From an optimization exercise on the open Yosys and OpenROAD flow, aimed at small area, a short achievable clock period and few clock cycles; shortcuts taken in it are not production practice.
The RTL was checked by simulation tests, not by an equivalence proof against the original design.

==> design/flow/design.v <==
module CONV(
	input 	clk, 
	input 	reset, 
	output reg busy,
	input 	ready, 
	output 	[11:0] iaddr, 
	input	[19:0] idata,
	output 	reg cwr,
	output 	reg [11:0] caddr_wr,
	output 	reg [19:0] cdata_wr,
	output 	reg crd,
	output 	reg [11:0] caddr_rd,
	input 	[19:0] cdata_rd, 
	output reg [2:0] csel
	);
integer i;
enum reg [3:0] {IDLE, LOAD_CONV_0, STORE_M0, LOAD_CONV_1, STORE_M1,  
				MAX_POOLING_LOAD_0, MAX_POOLING_STORE_0, MAX_POOLING_LOAD_1, MAX_POOLING_STORE_1,  
				FLATTEN_LOAD_0, FLATTEN_LOAD_1, FLATTEN_STORE_0, FLATTEN_STORE_1} cstate, nstate;  
reg signed [19:0] kernel [8:0];
reg signed [19:0] kernel_mult_wire;
reg signed [19:0] bias; 
reg signed [38:0] bias_39;
reg [3:0] window_counter; 
reg [11:0] center_counter; 
reg signed [12:0] center_addr, index_square_move;  
reg signed [19:0] image;   
wire signed [38:0] conv_mult_intermediate;  
wire signed [38:0] conv_result_1;  
reg signed [39:0] conv_result;  
wire signed [19:0] conv_result_temp;
wire signed [19:0] conv_result_relu;
reg [9:0] max_pooling_addr_counter; 
reg signed [19:0] max_temp; 
reg mem_rd_delay; 
always_ff @(posedge clk or posedge reset)
	if(reset)
		cstate <= IDLE; 
	else 
		cstate <= nstate; 
always_comb begin
	case(cstate)  
		IDLE: 
			nstate = (busy) ? LOAD_CONV_0 : IDLE;
		LOAD_CONV_0: 
			nstate = (window_counter == 9) ? STORE_M0 : LOAD_CONV_0; 
		STORE_M0:
			nstate = LOAD_CONV_1;
		LOAD_CONV_1: 
			nstate = (window_counter == 9) ? STORE_M1 : LOAD_CONV_1; 
		STORE_M1:  
			nstate = (center_counter == 4095) ?  MAX_POOLING_LOAD_0 : LOAD_CONV_0;
		MAX_POOLING_LOAD_0:
			nstate = (window_counter == 4) ? MAX_POOLING_STORE_0 : MAX_POOLING_LOAD_0; 
		MAX_POOLING_STORE_0: 
			nstate = MAX_POOLING_LOAD_1; 
		MAX_POOLING_LOAD_1:
			nstate = (window_counter == 4) ? MAX_POOLING_STORE_1 : MAX_POOLING_LOAD_1; 
		MAX_POOLING_STORE_1: 
			nstate = (max_pooling_addr_counter == 1023) ?  FLATTEN_LOAD_0 : MAX_POOLING_LOAD_0;
		FLATTEN_LOAD_0:
			nstate = mem_rd_delay ? FLATTEN_STORE_0 : FLATTEN_LOAD_0; 
		FLATTEN_STORE_0:
			nstate =  FLATTEN_LOAD_1;
		FLATTEN_LOAD_1:
			nstate = mem_rd_delay ? FLATTEN_STORE_1 : FLATTEN_LOAD_1; 
		FLATTEN_STORE_1:
			nstate = (center_counter == 2047) ? IDLE : FLATTEN_LOAD_0;
		default: 
			nstate = IDLE; 
	endcase
end
always @(*) begin
	case(cstate)
		LOAD_CONV_0: 
			begin
				kernel[0] = 20'h0A89E;
				kernel[1] = 20'h092D5;
				kernel[2] = 20'h06D43;
				kernel[3] = 20'h01004;
				kernel[4] = 20'hF8F71;
				kernel[5] = 20'hF6E54;
				kernel[6] = 20'hFA6D7;
				kernel[7] = 20'hFC834;
				kernel[8] = 20'hFAC19;
				bias = 20'h01310;
			end 
		LOAD_CONV_1:
			begin
				kernel[0] = 20'hFDB55;
				kernel[1] = 20'h02992;
				kernel[2] = 20'hFC994;
				kernel[3] = 20'h050FD;
				kernel[4] = 20'h02F20;
				kernel[5] = 20'h0202D;
				kernel[6] = 20'h03BD7;
				kernel[7] = 20'hFD369;
				kernel[8] = 20'h05E68;
				bias = 20'hF7295;
			end
		default
			begin
				for (i=0; i<=8; i++)
					kernel[i] = 0;
				bias = 0;
			end
	endcase
	bias_39 = {{4{bias[19]}}, bias[18:0], 16'b0};
end
always @(posedge clk or posedge reset) begin
	if(reset)
		busy <= 0; 
	else if(ready)
		busy <= 1;
	else if (nstate == IDLE)
		busy <= 0; 
end
always @(posedge clk or posedge reset) begin
	if(reset) begin 
		center_counter <= 0; 
	end else if (cstate == STORE_M1) begin
		if(center_counter == 4095)
			center_counter <= 0;  
		else
			center_counter <= center_counter + 1;
	end else if (cstate == MAX_POOLING_STORE_1) begin
		if(center_counter == 4030)
			center_counter <= 0;
		else if (center_counter[5:0] == 6'b111110)  
			center_counter <= center_counter + 66;  
		else
			center_counter <= center_counter + 2;
	end else if (cstate == FLATTEN_STORE_0 | cstate == FLATTEN_STORE_1) begin  
		center_counter <= center_counter + 1;
	end
end
always @(posedge clk or posedge reset) begin
	if(reset)
		max_pooling_addr_counter <= 0;
	else if (cstate == MAX_POOLING_STORE_1)
		max_pooling_addr_counter <= max_pooling_addr_counter + 1; 
	else if (cstate == FLATTEN_STORE_1)  
		max_pooling_addr_counter <= max_pooling_addr_counter + 1; 
end
always @(posedge clk or posedge reset) begin
	if(reset) begin 
		window_counter <= 0; 
	end else if (cstate == LOAD_CONV_0 | cstate == LOAD_CONV_1 | cstate == MAX_POOLING_LOAD_0 | cstate == MAX_POOLING_LOAD_1) begin
		window_counter <= window_counter + 1;
	end else if (cstate == STORE_M0 | cstate == STORE_M1 | cstate == MAX_POOLING_STORE_0 | cstate == MAX_POOLING_STORE_1) begin
		window_counter <= 0;
	end
end
always @(*) begin
	case (cstate)
		LOAD_CONV_0, LOAD_CONV_1:
			case(window_counter)
				0:	index_square_move = -65;
				1:	index_square_move = -64;
				2:	index_square_move = -63;
				3:	index_square_move = -1;
				4:	index_square_move = 0;	
				5:	index_square_move = 1;
				6:	index_square_move = 63;
				7:	index_square_move = 64;
				8:	index_square_move = 65;
				default: index_square_move = 0; 
			endcase
		MAX_POOLING_LOAD_0, MAX_POOLING_LOAD_1: 
			case(window_counter)
				0:	index_square_move = 0;	
				1:	index_square_move = 1;	
				2:	index_square_move = 64;
				3:	index_square_move = 65;
				default: index_square_move = 0;
			endcase
		default: 
			index_square_move = 0;
	endcase
end
assign center_addr = {1'b0, center_counter};
assign iaddr = center_addr + index_square_move; 
assign kernel_mult_wire = (window_counter < 9) ? kernel[window_counter] : 0 ;
assign conv_mult_intermediate = image * kernel_mult_wire; 
always @(*) begin
	case (center_counter)
		0: 
			case(window_counter)
				0, 1, 2, 3, 6: 
					image = 0;
				default:
					image = idata; 
			endcase
		63:
			case(window_counter)
				0, 1, 2, 5, 8: 
					image = 0;
				default:
					image = idata; 
			endcase
		4032: 
			case(window_counter)
				0, 3, 6, 7, 8: 
					image = 0;
				default:
					image = idata; 
			endcase
		4095: 
			case(window_counter)
				2, 5, 6, 7, 8: 
					image = 0;
				default:
					image = idata; 
			endcase
		default:
			if(center_counter[11:6] == 6'b0)  
				case(window_counter)
					0, 1, 2: 
						image = 0;
					default:
						image = idata; 
				endcase
			else if(center_counter[5:0] == 6'b0)  
				case(window_counter)
					0, 3, 6: 
						image = 0;
					default:
						image = idata; 
				endcase
			else if(center_counter[5:0] == 6'b111111)  
				case(window_counter)
					2, 5, 8: 
						image = 0;
					default:
						image = idata; 
				endcase
			else if(center_counter[11:6] == 6'b111111)  
				case(window_counter)
					6, 7, 8: 
						image = 0;
					default:
						image = idata; 
				endcase
			else
				image = idata;
	endcase
end
assign conv_result_1 = {conv_result[39], conv_result[37:0]};
always @(posedge clk or posedge reset) begin
	if (reset) begin
		conv_result <= 0;
	end else if (cstate == LOAD_CONV_0 || cstate == LOAD_CONV_1) begin
		if(window_counter == 9)
			conv_result <= conv_result_1 + bias_39;  
		else
			conv_result <= conv_result_1 + conv_mult_intermediate;  
	end else if (cstate == STORE_M0 || cstate == STORE_M1) begin
		conv_result <= 0;
	end
end
assign conv_result_temp = {conv_result[15] == 1} ? {conv_result[35:16] + 1} : {conv_result[35:16]};
assign conv_result_relu = {conv_result_temp[19] == 1} ? 0 : conv_result_temp;
always @(posedge clk or posedge reset) begin
	if(reset) begin
		max_temp <= 0; 
	end else if (cstate == MAX_POOLING_STORE_0 | cstate == MAX_POOLING_STORE_1) begin
		max_temp <= 0;
	end else if (cstate == MAX_POOLING_LOAD_0 | cstate == MAX_POOLING_LOAD_1) begin 
		if(cdata_rd > max_temp) begin
			max_temp <= cdata_rd;
		end
	end else if(cstate == FLATTEN_LOAD_0 | cstate == FLATTEN_LOAD_1) begin
		max_temp <= cdata_rd; 
	end 
end
always @(posedge clk or posedge reset) begin
	if (reset)
		mem_rd_delay <= 0;
	else if(cstate == FLATTEN_LOAD_0 | cstate == FLATTEN_LOAD_1)
		mem_rd_delay <= 1;
	else if(cstate == FLATTEN_STORE_0 | cstate == FLATTEN_STORE_1)
		mem_rd_delay <= 0;
end
always @(*) begin
	case (cstate) 
		STORE_M0: 
			begin
				csel = 3'b001; 
				cwr = 1;
				caddr_wr = center_counter;
				cdata_wr = conv_result_relu; 
				crd = 0;
				caddr_rd = 12'b0; 
			end
		STORE_M1: 
			begin
				csel = 3'b010; 
				cwr = 1;
				caddr_wr = center_counter;
				cdata_wr = conv_result_relu; 
				crd = 0;
				caddr_rd = 12'b0; 
			end
		MAX_POOLING_LOAD_0:
			begin
				csel = 3'b001; 
				cwr = 0;
				caddr_wr = 12'b0;
				cdata_wr = 20'b0; 
				crd = 1;
				caddr_rd = iaddr; 
			end
		MAX_POOLING_STORE_0:
			begin
				csel = 3'b011; 
				cwr = 1;
				caddr_wr = max_pooling_addr_counter;
				cdata_wr = max_temp; 
				crd = 0;
				caddr_rd = 12'b0; 
			end
		MAX_POOLING_LOAD_1:
			begin
				csel = 3'b010; 
				cwr = 0;
				caddr_wr = 12'b0;
				cdata_wr = 20'b0;
				crd = 1;
				caddr_rd = iaddr; 
			end
		MAX_POOLING_STORE_1:
			begin
				csel = 3'b100; 
				cwr = 1;
				caddr_wr = max_pooling_addr_counter;
				cdata_wr = max_temp;
				crd = 0;
				caddr_rd = 12'b0; 
			end
		FLATTEN_LOAD_0:
			begin
				csel = 3'b011; 
				cwr = 0;
				caddr_wr = 12'b0;
				cdata_wr = 20'b0;
				crd = 1;
				caddr_rd = max_pooling_addr_counter; 
			end
		FLATTEN_LOAD_1:
			begin
				csel = 3'b100;
				cwr = 0;
				caddr_wr = 12'b0;
				cdata_wr = 20'b0;
				crd = 1;
				caddr_rd = max_pooling_addr_counter; 
			end
		FLATTEN_STORE_0, FLATTEN_STORE_1: 
			begin
				csel = 3'b101; 
				cwr = 1;
				caddr_wr = center_counter;
				cdata_wr = max_temp;
				crd = 0;
				caddr_rd = 12'b0; 
			end
		default:
			begin 
				csel = 3'b000; 
				cwr = 0;
				caddr_wr = 12'b0;
				cdata_wr = 20'b0; 
				crd = 0;
				caddr_rd = 12'b0; 
			end
	endcase
end
endmodule
==> design/flow/run.sh <==
#!/bin/bash
# synth_recipe.tcl (not shown) runs the flow's synth.tcl, then flattens the netlist and writes it again
# the make line also repeats each setting of config.mk as NAME=value (left out here)
make -C /OpenROAD-flow-scripts/flow DESIGN_CONFIG=/design/flow/config.mk WORK_HOME=/design/flow/orfs CLKGATE_MAP_FILE= SYNTH_SCRIPT=/design/flow/synth_recipe.tcl finish
==> design/flow/config.mk <==
export PLATFORM = sky130hd
export DESIGN_NAME = CONV
export DESIGN_NICKNAME = CONV
export VERILOG_FILES = /design/flow/design.v
export SDC_FILE = /design/flow/constraint.sdc
export NUM_CORES = 4
export LEC_CHECK = 0
export CAP_MARGIN = 20
export CORE_MARGIN = 2
export CORE_UTILIZATION = 40
export SLEW_MARGIN = 20
==> design/flow/constraint.sdc <==
create_clock -name core_clock -period 11.0 [get_ports {clk}]
set_input_delay 2.2000 -clock core_clock [delete_from_list [all_inputs] [get_ports {clk}]]
set_output_delay 2.2000 -clock core_clock [all_outputs]
set_load 0.01 [all_outputs]
==> impl_metrics.py <==
metrics = {
    "finish": {
        "final_cell_count_no_fill": 3773,
        "n_antenna_cell": 0,
        "seq_area_um2": 2200,
        "drive_gt1_frac": 0.0814,
        "multi_input_comb_area_um2": 18600,
        "area_growth_pct": 13.8,
        "fillers": 5748,
        "layout.nets": 3624,
    },
    "setup_path": {
        "cpPeakStageDelay_ns": 0.54,
        "criticalPathCategory": "primary input to register",
        "start_kind": "primary input",
        "worstSetupEndpointType": "register",
        "required_ns": 11.24,
        "worstPathArrival_ns": 10.78,
        "slowest_stage": "fa_1",
        "crit_top_cell": "inv_1",
        "cp_max_fo": 3,
    },
    "detailed_routing": {
        "wl_per_cell_um": 17.8,
        "vias": 19900,
        "drc": 0,
        "drt_wl_total_um": 67200,
        "dr.pass1.iters": 7,
        "ant_nets": 0,
        "initialDrtViolationCount": 1074,
        "viasPerCell": 5.27,
    },
    "die": {
        "row_count": 88,
        "start_util": 0.403,
        "design.core.area_um2": 57500,
        "io_pins": 105,
        "dieHeight_um": 245,
        "die_w_um": 245,
        "die-area_um2": 59800,
    },
    "synthesis": {
        "ys_ff_latch": 88,
        "synthesis.area_um2": 23200,
        "synth_fp_nets": 3465,
        "synth_most_common_cell": "inv_1",
        "synthSimpleGateAreaFrac": 0.164,
        "synthTopCellsByCount": "548 x inv_1, 385 x fa_1, 360 x nand2_1, 287 x nor2_1, 193 x ha_1",
        "synth_top_family_by_area": "adder cells",
        "yosysWarnings": 4,
        "synth_top_area_share": 0.333,
        "ys_seq_area_frac": 0.0951,
        "post_synth_num_cell_types": 84,
        "async_reset_ff_frac": 1.00,
        "synthMuxAreaShare": 0.00222,
        "synthFlopType": "dfrtp_1",
        "synthTopCellsByArea": "fa_1 33%, ha_1 10%, dfrtp_1 9.5%, inv_1 8.9%, nand2_1 5.8%",
        "synthAdderAreaFrac": 0.437,
        "synth_edf_count": 0,
        "yosys.area.top_type": "fa_1",
        "synth-xor-area-share": 0.0491,
        "synth_cells": 2844,
        "synth.avg_cell_area_um2": 8.14,
        "synth-compound-area-share": 0.143,
    },
    "timing": {
        "period_share": 0.958,
        "fin_ws_ns": 0.460,
        "final.min_clock_period_ns": 10.54,
        "finalSetupViolations": 0,
        "worst_pin_slew_ns": 0.807,
        "skew_ns": 0.00993,
        "drv_slew": 0,
        "hold_violations": 0,
        "timing.slew.headroom": 0.458,
        "fmax_mhz": 94.9,
    },
    "placement": {
        "pre_cts_ws_ns": -0.251,
        "dp_cells": 3754,
        "place.gp.congestion": 0.902,
        "hpwl_um": 57100,
        "place.port_buffers": 104,
    },
    "clock_tree": {
        "cts_buffers": 9,
        "clk_latency_ns": 0.37,
        "holdBufCountCts": 0,
        "cts.sinks": 88,
        "cts_tree": "done",
        "clockBufferDepth": 2,
        "cts_root_buf": "clkbuf_16",
        "ctsHtreeMaxLevel": 3,
        "clk_pin_slew_ns": 0.07,
    },
    "grt": {
        "antenna_found_initial": 0,
        "gr-usage-all-layers": 0.228,
        "overflow": 0,
        "grt_pass1_wl_um": 109000,
        "grt_max_degree": 51,
        "grt_pass1_vias": 20800,
    },
    "job": {
        "maxCapViolations": 0,
    },
    "worst_hold_path": {
        "min_path_type": "register to register",
    },
    "status": {
        "status": "complete, no violations",
    },
}
layout by cell type (no fill, tap or decap), types with 36 or more instances in the layout:
cell,Yosys,routed
a21oi_1,121,114
buf_4,0,152
clkdlybuf4s50_1,0,104
dfrtp_1,88,88
fa_1,385,385
ha_1,193,189
inv_1,548,547
nand2_1,360,357
nor2_1,287,283
o21ai_0,144,134
xnor2_1,92,92
xor2_1,36,36
flip-flops by register name (all words and copies together), names as in the netlist:
signal and count:
center_counter 12, mem_rd_delay 1, cstate 4, busy 1, max_pooling_addr_counter 10, window_counter 4
conv_result 36, max_temp 20
routing by layer:
layer / up-vias / share of wire / global-route usage
li1: 9333 / - / -
met1: 10000 / 0.43 / 0.299
met2: 447 / 0.50 / 0.398
met3: 112 / 0.038 / 0.0232
met4: 0 / 0.029 / 0.0651
met5: - / 0 / 0
timing repair:
action / in CTS / in global routing
buffers inserted: 0 / 3
resized for setup: 0 / 47
endpoints found under the setup margin: 0 / 9
critical path: cells and delay by family:
kind | cells | cell delay [ns]
adder cells (fa/ha/maj) | 9 | 4.22
AND/OR/NAND/NOR | 9 | 1.46
AO/OA/AOI/OAI | 12 | 1.87
buffers and inverters | 9 | 0.92
XOR/XNOR | 1 | 0.12
worst paths after layout:
check	cells after the start	slack, ns	from	endpoint
max reg2reg	43	0.51	center_counter[0]$_DFFE_PP0P_	conv_result[34]$_DFFE_PP0P_
min reg2reg	2	0.49	max_temp[19]$_DFFE_PP0P_	max_temp[19]$_DFFE_PP0P_
min in group asynchronous	2	2.26	reset	max_pooling_addr_counter[3]$_DFFE_PP0P_
max in group asynchronous	3	7.56	reset	mem_rd_delay$_DFFE_PP0P_
max	40	0.46	idata[8]	conv_result[34]$_DFFE_PP0P_
min	2	0.49	max_temp[19]$_DFFE_PP0P_	max_temp[19]$_DFFE_PP0P_
final cells by class:
class                      instances  share of cell area
clock buffer                       9             0.00855
multi-input combinational       2093               0.705
inverter                         551              0.0788
sequential                        88              0.0836
tap                              765              0.0363
timing repair buffer             260              0.0849
clock inverter                     7             0.00304
cell families (layout without fill, tap and decap cells):
logic type               Yosys count  after routing
flip-flops                        88             88
XOR/XNOR                         129            129
AO/OA/AOI/OAI                    512            512
buffers and inverters            663            827
AND/OR/NAND/NOR                  869            869
adder cells (fa/ha/maj)          578            578
multiplexers                       5              5
per-stage QoR:
step           hold WS, ns  utilization  setup TNS (ns)  instance area, um^2
2_1_floorplan        0.450            -               0                23200
3_3_place_gp         0.466        0.450          -0.130                25900
3_5_place_dp         0.477        0.450          -0.336                25900
5_1_grt              0.523        0.458         -0.0478                26300
6_report             0.489        0.458               0                26300
4_1_cts              0.492        0.455               0                26200
Testbench counts, summed over its fixed seeds: cycles 1,302,552.

what the ideal ports hide:
No port has a modelled driver above. Below, the same layout with a new extraction and two added sets of constraints.
Step 1: set_driving_cell puts a clkbuf_16 on clk and a buf_2 on each other input, an assumption about the parent block.
Step 2 adds t to the input delays and takes it off the output delays; t is the mean of the earliest and latest rising clock arrival at the registers after step 1. Input paths then give back, and output paths get back, about the clock's delay inside the block.
Three values: ideal, step 1, step 2; two values: the first two.
t, ns: 0.412
setup slack, ns: 0.460 / 0.482 / 0.070
hold slack, ns: 0.489 / 0.489 / 0.489
worst data-port slew with drivers (ns): 0.04
pins driven straight from the clock port: 1
After both steps this run still meets setup and hold. The setup slack of this run moves by +0.022 ns with the drivers and by -0.390 ns with both steps.
